Background: an optimization exercise with open tools, aiming at small area, a short achievable clock period and few clock cycles per item. Do not read the settings as production practice. RTL that was checked went through simulation tests only; none was proved equivalent to the original. The RTL of run 1 was laid out without a check of its function.

==> flow/design.v (outline; a module is shown in full before it is edited, if it fits) <==
// module booth_multiplier: 79 lines
// module mul33: 3302 lines
// module fa: 4 lines
// module ha: 4 lines
module booth_multiplier(
	input			clk,
	input			rst_n,
	input [32:0]	data1,
	input [32:0]	data2,
	input			valid_i,
	output			ready_o,
	input			ready_i,
	output			valid_o,
	output [63:0] 	res
);
  // ...
==> flow/flow/run.sh <==
#!/bin/bash
# The standard layout (standard.sh) with extra ORFS make variables:
#  - port buffers use a plain buffer cell (buf_2) instead of the default choice
#  - flow/extra.txt, if present, holds one more VAR=VALUE per line
set -euo pipefail
ARGS=("BUFFER_PORTS_ARGS=-buffer_cell sky130_fd_sc_hd__buf_2")
if [[ -f flow/extra.txt ]]; then
  while read -r line; do [[ -n "$line" ]] && ARGS+=("$line"); done < flow/extra.txt
fi
bash standard.sh "${ARGS[@]}" finish > make.log 2>&1
==> flow/standard.sh <==
#!/bin/bash
# synth_recipe.tcl (not shown) runs the flow's synth.tcl, then flattens the netlist and writes it again
# the make line also repeats each setting of config.mk as NAME=value (left out here)
make -C /OpenROAD-flow-scripts/flow DESIGN_CONFIG=/design/flow/config.mk WORK_HOME=/design/flow/orfs CLKGATE_MAP_FILE= SYNTH_SCRIPT=/design/flow/synth_recipe.tcl "${@:-finish}"
==> flow/config.mk <==
export PLATFORM = sky130hd
export DESIGN_NAME = booth_multiplier
export DESIGN_NICKNAME = booth_multiplier
export VERILOG_FILES = /design/flow/design.v
export SDC_FILE = /design/flow/constraint.sdc
export NUM_CORES = 4
export LEC_CHECK = 0
export ABC_AREA = 1
export CAP_MARGIN = 20
export CELL_PAD_IN_SITES_DETAIL_PLACEMENT = 2
export CELL_PAD_IN_SITES_GLOBAL_PLACEMENT = 2
export CORE_MARGIN = 2
export CORE_UTILIZATION = 30
export CTS_CLUSTER_DIAMETER = 100
export CTS_CLUSTER_SIZE = 24
export PLACE_DENSITY = 0.5
export SLEW_MARGIN = 20
export SYNTH_HIERARCHICAL = 1
export SYNTH_MINIMUM_KEEP_SIZE = 0
==> flow/constraint.sdc <==
create_clock -name core_clock -period 32.0 [get_ports {clk}]
set_input_delay 6.4000 -clock core_clock [delete_from_list [all_inputs] [get_ports {clk}]]
set_output_delay 6.4000 -clock core_clock [all_outputs]
set_load 0.01 [all_outputs]
==> impl_metrics.sql, run 1 <==
INSERT INTO impl_metrics (metric_group, metric, value, unit) VALUES
('timing', 'period_share', '23.66', '%'),
('synthesis', 'synth_compound_gate_area_share', '13.55', '%'),
('finish', 'multi_input_area', '22530', 'um2'),
('min_path', 'worst_hold_path.num_cells', '2', ''),
('critical_path', 'critical_path.cell_chain', 'buf_2', ''),
('place', 'place.gp.congestion', '0.7970', ''),
('finish', 'finalCoreUtilization', '32.67', '%'),
('critical_path', 'critical_path_buf_inv_count', '1', ''),
('global_routing', 'gr-usage-all-layers', '24.74', '%'),
('place', 'dpl.hpwl', '82330', 'um'),
('synthesis', 'synth_seq_cells', '217', ''),
('cts', 'max-clock-path-buffers', '3', ''),
('detailed_routing', 'drt.antenna.violating_nets', '0', ''),
('finish', 'layout.clock.cell_area_share', '1.975', '%'),
('cts', 'clk_pin_slew', '90', 'ps'),
('floorplan', 'num_rows', '116', ''),
('finish', 'nFlopsAndLatches', '217', ''),
('timing', 'fin_skew', '28.45', 'ps'),
('place', 'detailedPlace.worstSlack', '23990', 'ps'),
('synthesis', 'yosys.area_share.adder', '37.57', '%'),
('critical_path', 'rr_endpoint', 'r[63]', ''),
('global_routing', 'grt_max_degree', '101', ''),
('finish', 'final_cell_mix', 'sky130_fd_sc_hd__xor2_1, sky130_fd_sc_hd__o22ai_1, sky130_fd_sc_hd__fa_1, sky130_fd_sc_hd__nand2_1, sky130_fd_sc_hd__inv_1', ''),
('floorplan', 'core_area', '100400', 'um2'),
('global_routing', 'most_used_routing_layer_in_global_routing', 'met2', ''),
('status', 'status', 'finished clean', ''),
('critical_path', 'timing.setup.critical_path_class', 'flip-flop to output port', ''),
('timing', 'finalHoldWorstSlack', '490.7', 'ps'),
('detailed_routing', 'wl_met2', '62270', 'um'),
('place', 'post-place-cells', '4271', ''),
('critical_path', 'critical_path.endpoint_type', 'output port', ''),
('critical_path', 'crit_path_top_delay_cell', 'sky130_fd_sc_hd__dfrtp_1', '');
==> module booth_multiplier, before the edit <==
module booth_multiplier(
	input			clk,
	input			rst_n,
	input [32:0]	data1,
	input [32:0]	data2,
	input			valid_i,
	output			ready_o,
	input			ready_i,
	output			valid_o,
	output [63:0] 	res
);
	reg			va, vs, vr;
	reg			nrdy, vo;
	reg [32:0]	na1, s1, s2;
	reg [16:0]	na_one, na_two;
	reg [15:0]	a_neg;
	reg [63:0]	r;
	wire [63:0]	prod;
	wire		r_free = ~vr | ready_i;
	wire		a_load = r_free | ~va;
	wire		acc = valid_i & ~vs;
	assign ready_o = ~nrdy;
	assign valid_o = vo;
	assign res = r;
	wire [32:0]	b_in = vs ? s2 : data2;
	wire [34:0]	b_ext = {1'b0, b_in, 1'b0};
	wire [16:0]	e_one, e_two;
	wire [15:0]	e_neg;
	genvar j;
	generate
		for (j = 0; j < 17; j = j + 1) begin : enc
			assign e_one[j] = b_ext[2*j+1] ^ b_ext[2*j];
			assign e_two[j] = (b_ext[2*j+2] & ~b_ext[2*j+1] & ~b_ext[2*j]) |
			                  (~b_ext[2*j+2] & b_ext[2*j+1] & b_ext[2*j]);
			if (j < 16) begin : n
				assign e_neg[j] = b_ext[2*j+2];
			end
		end
	endgenerate
	always @(posedge clk or negedge rst_n) begin
		if (!rst_n) begin
			va <= 1'b0;
			vs <= 1'b0;
			vr <= 1'b0;
			nrdy <= 1'b0;
			vo <= 1'b0;
		end else begin
			if (r_free) begin
				vr <= va;
				vo <= va;
			end
			if (a_load)
				va <= vs | acc;
			if (vs)
				vs <= ~r_free;
			else
				vs <= acc & ~a_load;
			if (nrdy)
				nrdy <= ~r_free;
			else
				nrdy <= acc & ~a_load;
		end
	end
	always @(posedge clk) begin
		if (a_load) begin
			na1 <= ~(vs ? s1 : data1);
			na_one <= ~e_one;
			na_two <= ~e_two;
			a_neg <= e_neg;
		end
		if (~vs) begin
			s1 <= data1;
			s2 <= data2;
		end
		if (r_free)
			r <= prod;
	end
	mul33 u_mul (.na(na1), .none(na_one), .ntwo(na_two), .neg(a_neg), .p(prod));
endmodule
==> run 2: changes to the inputs <==
--- a/flow/design.v
+++ b/flow/design.v
@@ -45,20 +45,16 @@
 			nrdy <= 1'b0;
 			vo <= 1'b0;
 		end else begin
-			if (r_free) begin
+			if (r_free)
 				vr <= va;
-				vo <= va;
-			end
+			vo <= va | (vr & ~ready_i);
 			if (a_load)
 				va <= vs | acc;
 			if (vs)
 				vs <= ~r_free;
 			else
 				vs <= acc & ~a_load;
-			if (nrdy)
-				nrdy <= ~r_free;
-			else
-				nrdy <= acc & ~a_load;
+			nrdy <= vr & ~ready_i & (vs | (valid_i & va));
 		end
 	end
 	always @(posedge clk) begin
--- a/flow/config.mk
+++ b/flow/config.mk
@@ -6,7 +6,7 @@
 export NUM_CORES = 4
 export LEC_CHECK = 0
 export ABC_AREA = 1
-export CAP_MARGIN = 20
+export CAP_MARGIN = 0
 export CELL_PAD_IN_SITES_DETAIL_PLACEMENT = 2
 export CELL_PAD_IN_SITES_GLOBAL_PLACEMENT = 2
 export CORE_MARGIN = 2
@@ -14,6 +14,6 @@
 export CTS_CLUSTER_DIAMETER = 100
 export CTS_CLUSTER_SIZE = 24
 export PLACE_DENSITY = 0.5
-export SLEW_MARGIN = 20
+export SLEW_MARGIN = 0
 export SYNTH_HIERARCHICAL = 1
 export SYNTH_MINIMUM_KEEP_SIZE = 0
==> run 2 against run 1 <==
Compared with the run above:
- wire length decreased by 0.18%
- synthesized cell count barely moved
- register-to-register slack got worse by 60 ps
- utilization hardly changed
- clock-buffer cell count shrank 1
- flip-flop and latch count rose by 1
==> impl_metrics.sql, run 2 <==
INSERT INTO impl_metrics (metric_group, metric, value, unit) VALUES
('cts', 'postCtsSetupBuffers', '0', ''),
('critical_path', 'critical_path.endpoint_type', 'output port', ''),
('finish', 'fill_cell_instance_count_of_the_final_layout', '10921', ''),
('critical_path', 'highest_fanout_seen_on_the_critical_path', '1', ''),
('critical_path', 'crit_path_top_delay_cell', 'sky130_fd_sc_hd__edfxtp_1', ''),
('timing', 'slew_headroom', '23.18', '%'),
('detailed_routing', 'wire_per_inst', '29.82', 'um'),
('floorplan', 'die_area', '103900', 'um2'),
('synthesis', 'ys_warn_count', '7', ''),
('synthesis', 'postSynth.asyncResetShare', '2.294', '%'),
('global_routing', 'grt-ovfl-total', '0', ''),
('cts', 'h-tree-depth', '1', ''),
('detailed_routing', 'detailroute.via_count', '23898', ''),
('synthesis', 'synth-main-ff-cell', 'sky130_fd_sc_hd__edfxtp_1', ''),
('finish', 'final_cell_mix', 'sky130_fd_sc_hd__xor2_1, sky130_fd_sc_hd__o22ai_1, sky130_fd_sc_hd__fa_1, sky130_fd_sc_hd__nand2_1, sky130_fd_sc_hd__inv_1', ''),
('critical_path', 'cp.required', '25600', 'ps'),
('synthesis', 'synth-edff-count', '147', ''),
('timing', 'setup_violations', '0', ''),
('synthesis', 'yosysMostFrequentCell', 'sky130_fd_sc_hd__xor2_1', ''),
('synthesis', 'post_synth_num_cell_types', '44', ''),
('timing', 'final.min_clock_period', '7567', 'ps'),
('global_routing', 'grt_pass1_vias', '27791', ''),
('timing', 'hold_viol_final', '0', ''),
('synthesis', 'yosysTopAreaCell', 'sky130_fd_sc_hd__fa_1', ''),
('timing', 'period_share', '23.65', '%'),
('timing', 'fin_skew', '27.16', 'ps'),
('critical_path', 'timing.setup.critical_path_class', 'flip-flop to output port', ''),
('detailed_routing', 'drt.antenna.violating_nets', '0', ''),
('critical_path', 'critical_path_buf_inv_count', '1', ''),
('cts', 'cts_num_sinks', '218', ''),
('critical_path', 'timing.critical_path.slowest_cell_delay', '420', 'ps'),
('timing', 'fmax', '132.1', 'MHz'),
('cts', 'worst_skew_pair_latency', '600', 'ps'),
('detailed_routing', 'routed_wl', '128500', 'um'),
('timing', 'maxSlewViolCount', '0', ''),
('detailed_routing', 'drt-initial-drc-count', '1526', ''),
('finish', 'num_antenna_cells', '0', ''),
('floorplan', 'die_w', '322.3', 'um'),
('detailed_routing', 'drt_first_pass_iters', '5', ''),
('critical_path', 'timing.critical_path.from_type', 'flip-flop', ''),
('min_path', 'min_path_type', 'flip-flop to flip-flop', ''),
('finish', 'largest_reg_flops', '64', ''),
('floorplan', 'initial_core_util', '30.31', '%'),
('timing', 'rsz0062_at_grt', 'false', ''),
('critical_path', 'cell_class_contributing_the_biggest_share_of_worst_path_delay', 'flip-flops', ''),
('place', 'dpl.hpwl', '82330', 'um'),
('cts', 'clk_pin_slew', '100', 'ps'),
('floorplan', 'core_area', '100300', 'um2'),
('synthesis', 'netlist.area_leader.share', '32.60', '%'),
('place', 'place.gp.congestion', '0.7979', ''),
('floorplan', 'die_height', '322.3', 'um'),
('detailed_routing', 'avgViaCountPerCell', '5.549', ''),
('cts', 'cts_repair_resize_count', '0', ''),
('synthesis', 'syn-mean-instance-area', '10.01', 'um2'),
('finish', 'layout_commonest_cell', 'sky130_fd_sc_hd__xor2_1', ''),
('synthesis', 'synth_seq_cells', '218', ''),
('status', 'status', 'finished clean', ''),
('cts', 'cts.root.buffer_cell', 'sky130_fd_sc_hd__clkbuf_16', ''),
('synthesis', 'synth_area_leaders', 'sky130_fd_sc_hd__fa_1, sky130_fd_sc_hd__xor2_1, sky130_fd_sc_hd__edfxtp_1', ''),
('critical_path', 'cp.arrival', '1170', 'ps'),
('global_routing', 'antenna_found_initial', '5', ''),
('cts', 'cts_inserted_buffers', '18', ''),
('flow_run', 'cap_violations', '0', ''),
('global_routing', 'gr-usage-all-layers', '24.77', '%'),
('cts', 'tritoncts', 'done', ''),
('critical_path', 'critical_path.cell_chain', 'buf_2', ''),
('synthesis', 'leading_cell_types_by_count_after_synthesis', 'sky130_fd_sc_hd__xor2_1, sky130_fd_sc_hd__o22ai_1, sky130_fd_sc_hd__fa_1', ''),
('cts', 'max-clock-path-buffers', '3', ''),
('synthesis', 'syn-instance-count', '3036', ''),
('timing', 'worst_pin_slew', '1152', 'ps'),
('synthesis', 'syn_nets', '3725', ''),
('floorplan', 'num_rows', '116', ''),
('global_routing', 'grt_first_pass_wirelength', '189600', 'um'),
('cts', 'cts_hold_buffers', '0', ''),
('finish', 'syn2layout_area_growth', '7.680', '%'),
('finish', 'drive_above_1_share', '10.98', '%'),
('finish', 'largest_register', 'r', ''),
('timing', 'timing.setup.tns', '0', 'ps'),
('place', 'io_buffers', '135', ''),
('finish', 'final_net_count', '3627', ''),
('floorplan', 'num_io_pins', '136', ''),
('synthesis', 'post_synthesis_cell_area', '30400', 'um2'),
('finish', 'finalCoreUtilization', '32.64', '%'),
('global_routing', 'grt_max_degree', '98', ''),
('synthesis', 'yosysSeqAreaShare', '19.28', '%'),
('detailed_routing', 'drc_violation_count_after_routing', '0', '');
-- run 2: path summary, 6_finish.rpt --
check / start / depth (start not counted) / slack [ps] / endpoint
worst max-delay path: r[19] / 1 / 24430 / res[19]
worst min-delay path: s2[32] / 2 / 480 / s2[32]
worst max register to register: a_neg[8] / 23 / 24720 / r[63]
worst min register to register: s2[32] / 2 / 480 / s2[32]
max in group asynchronous: rst_n / 1 / 26240 / vs
min in group asynchronous: rst_n / 1 / 5610 / vs
-- run 2: final cells by class --
type	instances	area, um2	area share, %
Clock buffer	19	454.2	1.388
Clock inverter	13	185.2	0.5657
Inverter	187	705.7	2.156
Multi-Input combinational cell	2280	22410	68.48
Sequential cell	218	5864	17.92
Tap cell	1357	1698	5.187
Timing Repair Buffer	233	1411	4.312
-- run 2: through the flow --
stage          area, um2  hold WS, ps  instances  worst slack [ps]
5_1_grt            32730        516.8       4307             24370
3_5_place_dp       32090        461.5       4275             24010
3_3_place_gp       32090        455.6       4275             24030
4_1_cts            32730        488.9       4307             24370
2_1_floorplan      30400        426.0       3036             23230
6_report           32730        479.9       4307             24430
-- run 2: per-layer routing --
metal	share of wire [%]	up-vias	routed length, um	global-route usage (%)
met4	3.9	0	4999	9.450
met2	48	781	62150	42.24
met3	4.5	253	5802	2.581
met1	43	12914	55500	32.30
li1	-	9950	-	-
met5	0	-	0	0
-- run 2: cell families after synthesis --
family	share of synthesized area, %
flip-flops	19.28
AO/OA/AOI/OAI	13.23
XOR/XNOR	16.60
buffers and inverters	7.010
adder cells (fa/ha/maj)	37.70
AND/OR/NAND/NOR	6.182
-- run 2: modules after synthesis (local to each module, per instance) --
module / copies in the design / flip-flops and latches
booth_multiplier: 1 / 218
fa: 465 / 0
ha: 45 / 0
mul33: 1 / 0
Testbench counts of run 2, summed over its fixed seeds: cycles 2,064, items 2,048.
==> run 3: changes to the inputs <==
--- a/flow/config.mk
+++ b/flow/config.mk
@@ -6,14 +6,14 @@
 export NUM_CORES = 4
 export LEC_CHECK = 0
 export ABC_AREA = 1
-export CAP_MARGIN = 0
+export CAP_MARGIN = 20
 export CELL_PAD_IN_SITES_DETAIL_PLACEMENT = 2
 export CELL_PAD_IN_SITES_GLOBAL_PLACEMENT = 2
 export CORE_MARGIN = 2
-export CORE_UTILIZATION = 30
+export CORE_UTILIZATION = 60
 export CTS_CLUSTER_DIAMETER = 100
 export CTS_CLUSTER_SIZE = 24
-export PLACE_DENSITY = 0.5
-export SLEW_MARGIN = 0
+export PLACE_DENSITY = 0.75
+export SLEW_MARGIN = 20
 export SYNTH_HIERARCHICAL = 1
 export SYNTH_MINIMUM_KEEP_SIZE = 0
==> run 3 against run 2 <==
Compared with the run above:
- the run now fails in detailed placement
- area after synthesis unchanged
- synthesized cell count unchanged
==> impl_metrics.sql, run 3 <==
INSERT INTO impl_metrics (metric_group, metric, value, unit) VALUES
('floorplan', 'die_w', '229.1', 'um'),
('synthesis', 'synth_area_leaders', 'sky130_fd_sc_hd__fa_1, sky130_fd_sc_hd__xor2_1, sky130_fd_sc_hd__edfxtp_1', ''),
('synthesis', 'syn-instance-count', '3036', ''),
('synthesis', 'synth-edff-count', '147', ''),
('synthesis', 'postSynth.asyncResetShare', '2.294', '%'),
('floorplan', 'die_height', '229.1', 'um'),
('status', 'failing_step', 'detailed placement', ''),
('synthesis', 'synth-main-ff-cell', 'sky130_fd_sc_hd__edfxtp_1', ''),
('synthesis', 'post_synth_num_cell_types', '44', ''),
('status', 'status', 'aborted with a tool error', ''),
('synthesis', 'leading_cell_types_by_count_after_synthesis', 'sky130_fd_sc_hd__xor2_1, sky130_fd_sc_hd__o22ai_1, sky130_fd_sc_hd__fa_1', ''),
('place', 'place.gp.congestion', '0.8968', ''),
('place', 'dpl.hpwl', '93300', 'um'),
('synthesis', 'yosysMostFrequentCell', 'sky130_fd_sc_hd__xor2_1', ''),
('synthesis', 'post_synthesis_cell_area', '30400', 'um2'),
('synthesis', 'synth_seq_cells', '218', ''),
('synthesis', 'netlist.area_leader.share', '32.60', '%'),
('synthesis', 'yosysSeqAreaShare', '19.28', '%'),
('synthesis', 'ys_warn_count', '7', ''),
('place', 'io_buffers', '135', ''),
('floorplan', 'num_rows', '82', ''),
('synthesis', 'syn-mean-instance-area', '10.01', 'um2'),
('synthesis', 'yosysTopAreaCell', 'sky130_fd_sc_hd__fa_1', ''),
('floorplan', 'num_io_pins', '136', ''),
('floorplan', 'initial_core_util', '60.71', '%'),
('status', 'firstError', '[ERROR DPL-0033] detailed placement checks failed during check placement.', ''),
('synthesis', 'syn_nets', '3725', '');
-- run 3: cell counts after synthesis --
Identical to the previous run, type by type.
-- run 3: logic make-up after synthesis --
group,synth area share (%)
fa+ha+maj,37.70
xor+xnor,16.60
buf+inv,7.010
compound gates,13.23
simple gates,6.182
flops,19.28
-- run 3: how the worst max path moves through the flow --
stage                      from        to  slack, ps  cells after the start
after global placement  ready_i   na1[24]      23960                      3
after floorplan         ready_i  a_neg[0]      23230                      2
-- run 3: per-stage QoR --
| stage | cells | area [um2] | hold slack [ps] |
|---|---|---|---|
| global placement | 3579 | 31150 | 439.6 |
| floorplan | 3036 | 30400 | 426.0 |
-- run 3: per-module statistics from Yosys (local to each module, per instance) --
module            area (um2)  copies in the design  flip-flops and latches  cells inside
booth_multiplier        7875                     1                     218           696
fa                     20.02                   465                       0             1
ha                     12.51                    45                       0             1
mul33                  12650                     1                       0          1830
==> run 4: changes to the inputs <==
--- a/flow/config.mk
+++ b/flow/config.mk
@@ -10,10 +10,10 @@
 export CELL_PAD_IN_SITES_DETAIL_PLACEMENT = 2
 export CELL_PAD_IN_SITES_GLOBAL_PLACEMENT = 2
 export CORE_MARGIN = 2
-export CORE_UTILIZATION = 60
+export CORE_UTILIZATION = 30
 export CTS_CLUSTER_DIAMETER = 100
 export CTS_CLUSTER_SIZE = 24
-export PLACE_DENSITY = 0.75
+export PLACE_DENSITY = 0.5
 export SLEW_MARGIN = 20
 export SYNTH_HIERARCHICAL = 1
 export SYNTH_MINIMUM_KEEP_SIZE = 0
==> run 4 against run 3 <==
Compared with the run above:
- synthesized cell count unchanged
- area after synthesis unchanged
- now clean on timing, DRC and antenna
==> impl_metrics.sql, run 4 <==
INSERT INTO impl_metrics (metric_group, metric, value, unit) VALUES
('critical_path', 'timing.critical_path.from_type', 'flip-flop', ''),
('global_routing', 'grt-ovfl-total', '0', ''),
('cts', 'max-clock-path-buffers', '3', ''),
('finish', 'largest_register', 'r', ''),
('global_routing', 'gr-usage-all-layers', '24.77', '%'),
('timing', 'period_share', '23.65', '%'),
('cts', 'clk_pin_slew', '100', 'ps'),
('cts', 'cts_num_sinks', '218', ''),
('detailed_routing', 'drt.antenna.violating_nets', '0', ''),
('synthesis', 'yosysTopAreaCell', 'sky130_fd_sc_hd__fa_1', ''),
('timing', 'finalHoldWorstSlack', '479.9', 'ps'),
('floorplan', 'initial_core_util', '30.31', '%'),
('global_routing', 'grt_first_pass_wirelength', '189600', 'um'),
('synthesis', 'synth_area_leaders', 'sky130_fd_sc_hd__fa_1, sky130_fd_sc_hd__xor2_1, sky130_fd_sc_hd__edfxtp_1', ''),
('floorplan', 'num_rows', '116', ''),
('timing', 'setup_violations', '0', ''),
('global_routing', 'antenna_found_initial', '5', ''),
('finish', 'final_cell_mix', 'sky130_fd_sc_hd__xor2_1, sky130_fd_sc_hd__o22ai_1, sky130_fd_sc_hd__fa_1, sky130_fd_sc_hd__nand2_1, sky130_fd_sc_hd__inv_1', ''),
('critical_path', 'rr_endpoint', 'r[63]', ''),
('finish', 'drive_above_1_share', '10.98', '%'),
('timing', 'worst_pin_slew', '1004', 'ps'),
('timing', 'timing.setup.tns', '0', 'ps'),
('critical_path', 'crit_path_top_delay_cell', 'sky130_fd_sc_hd__edfxtp_1', ''),
('finish', 'syn2layout_area_growth', '7.705', '%'),
('synthesis', 'synth_top_family_by_area', 'adder cells', ''),
('floorplan', 'die_height', '322.3', 'um'),
('timing', 'hold_viol_final', '0', ''),
('min_path', 'min_path_type', 'flip-flop to flip-flop', ''),
('finish', 'layout_commonest_cell', 'sky130_fd_sc_hd__xor2_1', ''),
('status', 'status', 'finished clean', ''),
('synthesis', 'yosys.area_share.simple', '6.182', '%'),
('critical_path', 'timing.critical_path.slowest_cell_delay', '420', 'ps'),
('finish', 'design_area', '32740', 'um2'),
('synthesis', 'yosys.area_share.adder', '37.70', '%'),
('synthesis', 'post_synth_mux_area_share', '0', '%'),
('timing', 'final.min_clock_period', '7567', 'ps'),
('place', 'placed_cell_area', '32090', 'um2'),
('floorplan', 'die_w', '322.3', 'um'),
('detailed_routing', 'wire_per_inst', '29.81', 'um'),
('synthesis', 'post_synth_num_cell_types', '44', ''),
('critical_path', 'cell_class_contributing_the_biggest_share_of_worst_path_delay', 'flip-flops', ''),
('min_path', 'worst_hold_path.num_cells', '2', ''),
('min_path', 'hold_path_end', 's2[32]', ''),
('detailed_routing', 'detailroute.via_count', '23910', ''),
('critical_path', 'reg2reg_setup_slack', '24720', 'ps'),
('detailed_routing', 'avgViaCountPerCell', '5.551', ''),
('critical_path', 'cp.arrival', '1170', 'ps'),
('critical_path', 'worst_r2r_startpoint', 'a_neg[8]', ''),
('cts', 'cts.root.buffer_cell', 'sky130_fd_sc_hd__clkbuf_16', ''),
('synthesis', 'synth-main-ff-cell', 'sky130_fd_sc_hd__edfxtp_1', ''),
('cts', 'h-tree-depth', '1', ''),
('synthesis', 'synth_seq_cells', '218', ''),
('timing', 'setup_slack', '24430', 'ps'),
('detailed_routing', 'drt-initial-drc-count', '1525', ''),
('timing', 'fmax', '132.2', 'MHz'),
('synthesis', 'yosysMostFrequentCell', 'sky130_fd_sc_hd__xor2_1', ''),
('floorplan', 'num_io_pins', '136', ''),
('min_path', 'hold_path.startpoint', 's2[32]', ''),
('cts', 'cts_hold_buffers', '0', ''),
('critical_path', 'worstRegToRegCells', '23', ''),
('place', 'dpl.hpwl', '82330', 'um'),
('detailed_routing', 'routed_wl', '128400', 'um'),
('finish', 'num_antenna_cells', '0', ''),
('synthesis', 'post_synthesis_cell_area', '30400', 'um2'),
('synthesis', 'ys_warn_count', '7', ''),
('place', 'detailedPlace.worstSlack', '24010', 'ps'),
('cts', 'cts_inserted_buffers', '18', ''),
('critical_path', 'highest_fanout_seen_on_the_critical_path', '1', ''),
('flow_run', 'cap_violations', '0', ''),
('critical_path', 'critical_path_buf_inv_count', '1', ''),
('timing', 'slew_headroom', '33.07', '%'),
('place', 'place.gp.congestion', '0.7979', ''),
('synthesis', 'syn-mean-instance-area', '10.01', 'um2'),
('detailed_routing', 'drt_first_pass_iters', '5', ''),
('synthesis', 'syn-instance-count', '3036', ''),
('cts', 'cts_repair_resize_count', '0', ''),
('critical_path', 'timing.setup.critical_path_class', 'flip-flop to output port', ''),
('floorplan', 'core_area', '100300', 'um2'),
('cts', 'postCtsSetupBuffers', '0', ''),
('floorplan', 'die_area', '103900', 'um2'),
('timing', 'fin_skew', '27.18', 'ps'),
('synthesis', 'netlist.area_leader.share', '32.60', '%'),
('critical_path', 'cp.required', '25600', 'ps'),
('cts', 'worst_skew_pair_latency', '600', 'ps'),
('critical_path', 'critical_path.endpoint_type', 'output port', ''),
('finish', 'largest_reg_flops', '64', ''),
('synthesis', 'postSynth.asyncResetShare', '2.294', '%'),
('global_routing', 'grt_max_degree', '98', ''),
('timing', 'rsz0062_at_grt', 'false', ''),
('synthesis', 'yosysSeqAreaShare', '19.28', '%'),
('synthesis', 'leading_cell_types_by_count_after_synthesis', 'sky130_fd_sc_hd__xor2_1, sky130_fd_sc_hd__o22ai_1, sky130_fd_sc_hd__fa_1', ''),
('place', 'io_buffers', '135', ''),
('detailed_routing', 'drc_violation_count_after_routing', '0', ''),
('global_routing', 'grt_pass1_vias', '27791', ''),
('finish', 'final_net_count', '3627', ''),
('critical_path', 'critical_path.cell_chain', 'buf_2', ''),
('synthesis', 'synth_compound_gate_area_share', '13.23', '%'),
('timing', 'maxSlewViolCount', '0', ''),
('synthesis', 'syn_nets', '3725', ''),
('synthesis', 'synth-edff-count', '147', ''),
('cts', 'tritoncts', 'done', ''),
('synthesis', 'xor_xnor_cell_area_share_of_the_yosys_netlist', '16.60', '%');
==> run 4: cell counts after synthesis <==
Identical to the previous run, type by type.
==> run 4: per-layer routing <==
metal	up-vias	wire length (um)	global-route usage [%]
met2	795	62130	42.24
li1	9948	-	-
met3	252	5940	2.581
met1	12915	55310	32.30
met5	-	0	0
met4	0	4995	9.450
==> run 4: logic make-up after synthesis <==
family	Yosys count
flip-flops	218
AO/OA/AOI/OAI	642
buffers and inverters	538
XOR/XNOR	576
AND/OR/NAND/NOR	443
adder cells (fa/ha/maj)	619
==> run 4: area by class of cell <==
cell class | count | area [um2]
Clock buffer | 19 | 454.2
Clock inverter | 13 | 185.2
Fill cell | 10918 | 67550
Inverter | 187 | 705.7
Multi-Input combinational cell | 2280 | 22410
Sequential cell | 218 | 5864
Tap cell | 1357 | 1698
Timing Repair Buffer | 233 | 1419
==> run 4: worst max-delay path by stage <==
stage	start	endpoint	slack, ps	cells after the start
floorplan	ready_i	a_neg[0]	23230	2
global placement	ready_i	na1[26]	24030	4
detailed placement	ready_i	na1[26]	24010	4
CTS	r[19]	res[19]	24370	1
global route	r[19]	res[19]	24370	1
finish	r[19]	res[19]	24430	1
==> run 4: Yosys stat by module (local to each module, per instance) <==
| module | cell area [um2] | copies in the design |
|---|---|---|
| booth_multiplier | 7875 | 1 |
| ha | 12.51 | 45 |
| fa | 20.02 | 465 |
| mul33 | 12650 | 1 |
==> run 4: per-stage QoR <==
stage	util, %	instances
floorplan	-	3036
global placement	32.00	4275
detailed placement	32.00	4275
CTS	32.64	4307
global route	32.65	4307
finish	32.65	4307
==> run 5: changes to the inputs <==
==> flow/flow/extra.txt (new file) <==
CTS_ARGS=-sink_clustering_enable -repair_clock_nets -sink_clustering_size 24 -sink_clustering_max_diameter 100 -buf_list sky130_fd_sc_hd__clkbuf_16 -branching_point_buffers_distance 1000 -distance_between_buffers 1000
==> run 5 against run 4 <==
Compared with the run above:
- die area unchanged
- hold slack is the same
- via count about the same
- utilization is the same
- clock-buffer cell count fell by 1
- critical path depth is the same
- cell count unchanged
- cell area did not move
- wire length about the same
- critical endpoint unchanged
- largest cell class unchanged
==> impl_metrics.sql, run 5 <==
INSERT INTO impl_metrics (metric_group, metric, value, unit) VALUES
('synthesis', 'syn-instance-count', '3036', ''),
('floorplan', 'die_area', '103900', 'um2'),
('detailed_routing', 'drt_first_pass_iters', '5', ''),
('global_routing', 'grt.met3_usage', '2.581', '%'),
('global_routing', 'grt_max_degree', '98', ''),
('finish', 'final_net_count', '3627', ''),
('synthesis', 'yosysMostFrequentCell', 'sky130_fd_sc_hd__xor2_1', ''),
('synthesis', 'synth_seq_cells', '218', ''),
('critical_path', 'crit_path_top_delay_cell', 'sky130_fd_sc_hd__edfxtp_1', ''),
('floorplan', 'die_height', '322.3', 'um'),
('critical_path', 'cp_num_cells', '1', ''),
('finish', 'final-seq-area', '5864', 'um2'),
('detailed_routing', 'wire_per_inst', '29.81', 'um'),
('synthesis', 'netlist.area_leader.share', '32.60', '%'),
('global_routing', 'grt_pass1_vias', '27791', ''),
('critical_path', 'worstRegToRegCells', '23', ''),
('cts', 'cts.root.buffer_cell', 'sky130_fd_sc_hd__clkbuf_16', ''),
('critical_path', 'critical_path_buf_inv_count', '1', ''),
('synthesis', 'synth_area_leaders', 'sky130_fd_sc_hd__fa_1, sky130_fd_sc_hd__xor2_1, sky130_fd_sc_hd__edfxtp_1', ''),
('cts', 'h-tree-depth', '1', ''),
('timing', 'fin_skew', '27.18', 'ps'),
('detailed_routing', 'drt.antenna.violating_nets', '0', ''),
('detailed_routing', 'routed_wl', '128400', 'um'),
('synthesis', 'post_synthesis_cell_area', '30400', 'um2'),
('floorplan', 'core_area', '100300', 'um2'),
('timing', 'setup_violations', '0', ''),
('finish', 'largest_reg_flops', '64', ''),
('synthesis', 'post_synth_num_cell_types', '44', ''),
('place', 'detailedPlace.worstSlack', '24010', 'ps'),
('global_routing', 'antenna_found_initial', '5', ''),
('finish', 'largest_register', 'r', ''),
('critical_path', 'rr_endpoint', 'r[63]', ''),
('floorplan', 'num_rows', '116', ''),
('timing', 'timing.setup.tns', '0', 'ps'),
('cts', 'clk_pin_slew', '100', 'ps'),
('place', 'dpl.hpwl', '82330', 'um'),
('flow_run', 'cap_violations', '0', ''),
('timing', 'setup_slack', '24430', 'ps'),
('detailed_routing', 'drc_violation_count_after_routing', '0', ''),
('critical_path', 'highest_fanout_seen_on_the_critical_path', '1', ''),
('finish', 'layout_commonest_cell', 'sky130_fd_sc_hd__xor2_1', ''),
('critical_path', 'worst_r2r_startpoint', 'a_neg[8]', ''),
('place', 'post-place-cells', '4275', ''),
('status', 'status', 'finished clean', ''),
('critical_path', 'timing.critical_path.from_type', 'flip-flop', ''),
('floorplan', 'num_io_pins', '136', ''),
('finish', 'num_antenna_cells', '0', ''),
('synthesis', 'synth-edff-count', '147', ''),
('detailed_routing', 'avgViaCountPerCell', '5.550', ''),
('cts', 'cts_num_sinks', '218', ''),
('finish', 'final_cell_mix', 'sky130_fd_sc_hd__xor2_1, sky130_fd_sc_hd__o22ai_1, sky130_fd_sc_hd__fa_1, sky130_fd_sc_hd__nand2_1, sky130_fd_sc_hd__inv_1', ''),
('critical_path', 'timing.critical_path.slowest_cell_delay', '420', 'ps'),
('timing', 'fmax', '132.1', 'MHz'),
('synthesis', 'yosysSeqAreaShare', '19.28', '%'),
('cts', 'postCtsSetupBuffers', '0', ''),
('detailed_routing', 'drt-initial-drc-count', '1525', ''),
('timing', 'rsz0062_at_grt', 'false', ''),
('finish', 'finalCoreUtilization', '32.65', '%'),
('critical_path', 'critical_path.cell_chain', 'buf_2', ''),
('timing', 'maxSlewViolCount', '0', ''),
('finish', 'drive_above_1_share', '10.98', '%'),
('finish', 'syn2layout_area_growth', '7.705', '%'),
('critical_path', 'cell_class_contributing_the_biggest_share_of_worst_path_delay', 'flip-flops', ''),
('cts', 'max-clock-path-buffers', '3', ''),
('global_routing', 'global_route.usage.met1', '32.30', '%'),
('min_path', 'min_path_type', 'flip-flop to flip-flop', ''),
('place', 'io_buffers', '135', ''),
('global_routing', 'most_used_routing_layer_in_global_routing', 'met2', ''),
('floorplan', 'initial_core_util', '30.31', '%'),
('timing', 'final.min_clock_period', '7567', 'ps'),
('critical_path', 'crit_path_end', 'res[19]', ''),
('cts', 'tritoncts', 'done', ''),
('synthesis', 'ys_warn_count', '7', ''),
('finish', 'fill_cell_instance_count_of_the_final_layout', '10918', ''),
('timing', 'slew_headroom', '33.07', '%'),
('critical_path', 'cp.required', '25600', 'ps'),
('global_routing', 'grt-ovfl-total', '0', ''),
('timing', 'hold_viol_final', '0', ''),
('synthesis', 'postSynth.asyncResetShare', '2.294', '%'),
('global_routing', 'grt_first_pass_wirelength', '189600', 'um'),
('synthesis', 'synth-main-ff-cell', 'sky130_fd_sc_hd__edfxtp_1', ''),
('timing', 'period_share', '23.65', '%'),
('synthesis', 'leading_cell_types_by_count_after_synthesis', 'sky130_fd_sc_hd__xor2_1, sky130_fd_sc_hd__o22ai_1, sky130_fd_sc_hd__fa_1', ''),
('global_routing', 'met2_usage', '42.24', '%'),
('critical_path', 'cp.arrival', '1170', 'ps'),
('cts', 'cts_repair_resize_count', '0', ''),
('synthesis', 'yosysTopAreaCell', 'sky130_fd_sc_hd__fa_1', ''),
('global_routing', 'gr-usage-all-layers', '24.77', '%'),
('critical_path', 'reg2reg_setup_slack', '24720', 'ps'),
('floorplan', 'die_w', '322.3', 'um'),
('timing', 'worst_pin_slew', '1004', 'ps'),
('cts', 'cts_hold_buffers', '0', ''),
('synthesis', 'syn_nets', '3725', ''),
('finish', 'instances_no_fill', '4307', ''),
('cts', 'worst_skew_pair_latency', '600', 'ps'),
('critical_path', 'timing.setup.critical_path_class', 'flip-flop to output port', ''),
('finish', 'multi_input_area', '22410', 'um2'),
('place', 'place.gp.congestion', '0.7979', ''),
('synthesis', 'syn-mean-instance-area', '10.01', 'um2'),
('detailed_routing', 'detailroute.via_count', '23906', ''),
('cts', 'cts_inserted_buffers', '18', ''),
('critical_path', 'crit_path_start', 'r[19]', ''),
('critical_path', 'critical_path.endpoint_type', 'output port', '');
[run 5: worst min path at each step]
stage / start / end / slack, ps / depth (start not counted)
after floorplan: s2[32] / s2[32] / 430 / 2
after global placement: s2[26] / s2[26] / 460 / 2
after detailed placement: s2[32] / s2[32] / 460 / 2
after CTS: s2[26] / s2[26] / 490 / 2
after global routing: s2[2] / s2[2] / 520 / 2
final: s2[32] / s2[32] / 480 / 2
[run 5: per-layer routing]
metal / vias up / share of wire, %
li1: 9949 / -
met1: 12916 / 43
met2: 789 / 48
met3: 252 / 4.5
met4: 0 / 3.9
met5: - / 0
[run 5: cells by family (layout without fill, tap and decap cells)]
| group | after synthesis | count (layout) | synth area share (%) |
|---|---|---|---|
| adders and majority gates | 619 | 619 | 37.70 |
| and+or+nand+nor | 443 | 443 | 6.182 |
| DFF | 218 | 218 | 19.28 |
| AOI/OAI and AO/OA | 642 | 642 | 13.23 |
| buffers and inverters | 538 | 452 | 7.010 |
| xor gates and xnor gates | 576 | 576 | 16.60 |
[run 5: per-stage QoR]
stage	instance area, um2	hold WS (ps)
after CTS	32730	488.9
final	32740	479.9
after global placement	32090	455.6
after floorplan	30400	426.0
after detailed placement	32090	461.5
after global routing	32740	516.8
[run 5: layout make-up]
class	instances	area share (%)
Timing Repair Buffer	233	4.334
Clock inverter	14	0.5771
Tap cell	1357	5.186
Multi-Input combinational cell	2280	68.46
Clock buffer	18	1.376
Sequential cell	218	17.91
Inverter	187	2.155
[run 5: per-module statistics from Yosys (local to each module, per instance)]
| module | times used | cell area, um2 |
|---|---|---|
| booth_multiplier | 1 | 7875 |
| fa | 465 | 20.02 |
| ha | 45 | 12.51 |
| mul33 | 1 | 12650 |

## separate check: timing with driven ports
In the flow no input, the clock included, has a driving cell. The finished layouts below were timed again as built, in two steps.
Step 1: set_driving_cell puts a clkbuf_16 on clk and a buf_2 on each other input, an assumption about the parent block.
Step 2 also shifts input and output timing later by t, the mid clock arrival at the registers, as if the neighbouring blocks saw the same clock.
Slacks: no drivers / after step 1 / after step 2; pairs: no drivers / after step 1.
run	shift t [ns]	setup slack, ns	worst hold slack (ns)
run 1	0.641	24.430 / 24.361 / 24.058	0.491 / 0.491 / 0.491
run 2	0.657	24.433 / 24.361 / 24.057	0.480 / 0.480 / 0.480
run 4	0.657	24.433 / 24.361 / 24.298	0.480 / 0.480 / 0.480
run 5	0.657	24.433 / 24.361 / 24.298	0.480 / 0.480 / 0.480
After both steps every run listed still meets setup and hold. For run 2, which loses most, drivers alone change the setup slack by -0.072 ns; drivers and shift together by -0.376 ns.
